Source: an optimization exercise on an open RTL-to-GDS flow (aim: small area and a short achievable clock period). Production flows keep margins and buffers that such runs may drop.
The RTL was checked by simulation tests, not by an equivalence proof against the original design.
Power is estimated from default activity; no workload was simulated.

Setup of build 33:
// median_3x3
module median_3x3(
	input clk,
	input [8 - 1 : 0] i_p0, i_p1, i_p2,
	input [8 - 1 : 0] i_p3, i_p4, i_p5,
	input [8 - 1 : 0] i_p6, i_p7, i_p8,
	output reg [8 - 1 : 0] o_median
);
For scale: roughly 96 flip-flops, ~81 I/O pins, about 0.0061 mm² of cells after synthesis.
clock: 6.0 ns
lec_check: 0
abc_area: 1
cap_margin: 20
core_margin: 2
core_utilization: 60
setup_slack_margin: 3.0
slew_margin: 20
standard.sh (not shown) runs the stock make flow with config.mk's settings and CLKGATE_MAP_FILE= SYNTH_SCRIPT=/design/flow/synth_recipe.tcl, a recipe that flattens the netlist after the stock synthesis.
==> flow/flow/run.sh <==
#!/bin/bash
# The standard layout (the standard.sh, ORFS from synthesis to the final
# layout), with the smallest buffer on the ports instead of ORFS's default
# choice. Each tool's output is in orfs/logs; standard.sh's own output in
# standard.log.
export BUFFER_PORTS_ARGS="-buffer_cell sky130_fd_sc_hd__buf_1"
bash standard.sh > standard.log 2>&1
Changes in build 56 relative to build 33:
Settings: changing SETUP_SLACK_MARGIN from 3.0 to 3.15; setting CTS_BUF_LIST to sky130_fd_sc_hd__clkbuf_8 for the first time.
--- outcome ---
Build 56: done, clean on timing, DRC and antenna. Run comparison: build 33 origin of the worst setup path i_p6[7]; build 56 origin of the worst setup path i_p8[7]. [compare] base=build 33 new=build 56: maximum single-stage delay on the critical path fell 0.05 ns, area of placed instances rose about 0.3%. On part of the total power dissipated in sequential elements, the higher figure sits with build 33, not build 56. Summary: with build 33 as the reference, leakage dissipation in build 56 moved up slightly. From build 33 to build 56 the numbers moved as follows: worst setup margin has increased; detailed route wirelength on metal2 now larger; hold slack increased by 0.0065 ns relative to the old numbers; combinational fraction of design power rose 1.7 points; sequential share of cell area moved down. The final design instance area without fill of build 56 exceeds that of build 33 by about 1.9%.
The inputs of build 85 differ from those of build 56 as listed below.
Settings: swapping 3.15 for 3.1 in SETUP_SLACK_MARGIN.
[summary]
Build 56 ended up with more cell instances than build 85 did. Build 85 vs build 56: non-clock buffer count down. Run comparison: build 56 cell type of the slowest stage on the worst timing path sky130_fd_sc_hd__maj3_1; build 85 cell type of the slowest stage on the worst timing path sky130_fd_sc_hd__a221oi_2. Going from build 56 to build 85, clock network fraction of total power grew by 2.2 points, worst setup slack shrank by 0.090 ns, net load switching power shrank by 2.4%.
## Diff of input files: build 45 against build 85
Settings: putting GPL_TIMING_DRIVEN at 1 where nothing was set; swapping 3.1 for 3.2 in SETUP_SLACK_MARGIN.
==> comparison <==
- Lower maximum frequency among build 85 and build 45: build 85
- Compared with build 85, build 45 shows met2 layer wire length in the routed design that has gone up by a few percent.
- In build 45 the power turned out 0.39% lower than in build 85.
- Build 45 ended up with a lower area overhead of the layout relative to synthesis than build 85 did.
- Against build 85, global-route wire length before repair in build 45 came out worse.
- Compared to build 85, build 45 has detailed placement HPWL about 6.4% higher.
- From build 85 to build 45 the numbers moved as follows: sequential share of layout area shows an increase of 0.22 points; sequential cell area shows an increase of 10 µm²; design area shows no meaningful change; count of cell instances traversed by the critical path shows a reduction of 3.
- | routed wire length | build 45 vs build 85 | worse |

---

median_3x3 again, from the RTL that the note above started with.
clock: 6.0 ns
lec_check: 0
abc_area: 1
cap_margin: 20
core_margin: 2
core_utilization: 65
cts_buf_list: sky130_fd_sc_hd__clkbuf_8
setup_slack_margin: 3.2
slew_margin: 20
Scripts as last shown in full above: flow/flow/run.sh
==> next run, changes <==
CORE_UTILIZATION = 60   (was 65)
SETUP_SLACK_MARGIN = 3.25   (was 3.2)
Combinational power increases by about 4%.
Final area is about the same.
Worst hold slack gains 0.010 ns.
==> next run, changes <==
SETUP_SLACK_MARGIN = 3.0   (was 3.25)
Final cell count is lower by 0.33%; setup slack gets worse by 0.22 ns; wire length is lower by 7.3%.
==> next run, changes <==
CORE_UTILIZATION = 55   (was 60)
SETUP_SLACK_MARGIN = 3.2   (was 3.0)
Effect:
- The new run finished clean
- clock power drops by 7.7%
- critical path depth stays the same
- combinational power climbs by about 3%
- cell count climbs by 0.75%
- sequential power hardly moves
- worst setup slack gets better by 0.21 ns
- via count is about the same
- global-route usage fell by 0.31 points
==> next run, changes <==
SETUP_SLACK_MARGIN = 3.25   (was 3.2)
=> Total power is about the same; clock power went down by a few percent; critical path depth went up by 3; sequential power is about the same; via count went down slightly; cell area went up slightly.
==> next run, changes <==
CORE_UTILIZATION = 50   (was 55)
SETUP_SLACK_MARGIN = 3.2   (was 3.25)
After rerunning:
- die area increases by 9.6%
- final area decreases by 0.37%
- total power increases by 0.52%
- wire length increases by 2.3%

port drivers added, routing unchanged:
Ports are ideal in the flow. The routed layouts listed here were re-timed in OpenROAD.
Step 1: set_driving_cell puts a clkbuf_16 on clk and a buf_2 on each other input, an assumption about the parent block.
Step 2 adds t to the input delays and takes it off the output delays; t is the mean of the earliest and latest rising clock arrival at the registers after step 1. Input paths then give back, and output paths get back, about the clock's delay inside the block.
Three values: no drivers, after step 1, after step 2; two values: the first two.
run	shift t [ns]	slack for setup (ns)	hold WS [ns]	worst setup path after step 2	pins driven straight from the clock port
build 33	0.393	3.066 / 3.077 / 2.684	0.327 / 0.327 / 0.327	input to register	1
build 56	0.406	3.217 / 3.230 / 2.823	0.333 / 0.333 / 0.333	input to register	1
build 85	0.393	3.127 / 3.142 / 2.749	0.332 / 0.332 / 0.332	input to register	1
build 45	0.411	3.262 / 3.274 / 2.863	0.335 / 0.335 / 0.335	input to register	1
the first run of note 2	0.395	3.109 / 3.113 / 2.718	0.320 / 0.320 / 0.320	input to register	1
the second run of note 2	0.401	3.289 / 3.289 / 2.909	0.330 / 0.330 / 0.330	input to register	1
the third run of note 2	0.393	3.066 / 3.077 / 2.684	0.327 / 0.327 / 0.327	input to register	1
the fourth run of note 2	0.406	3.273 / 3.287 / 2.881	0.334 / 0.334 / 0.334	input to register	1
the fifth run of note 2	0.395	3.261 / 3.274 / 2.880	0.334 / 0.334 / 0.334	input to register	1
the sixth run of note 2	0.404	3.227 / 3.242 / 2.837	0.327 / 0.327 / 0.327	input to register	1
After both steps every run listed still meets setup and hold. The setup slack of build 45, which loses most, moves by +0.012 ns with the drivers and by -0.399 ns with both steps.
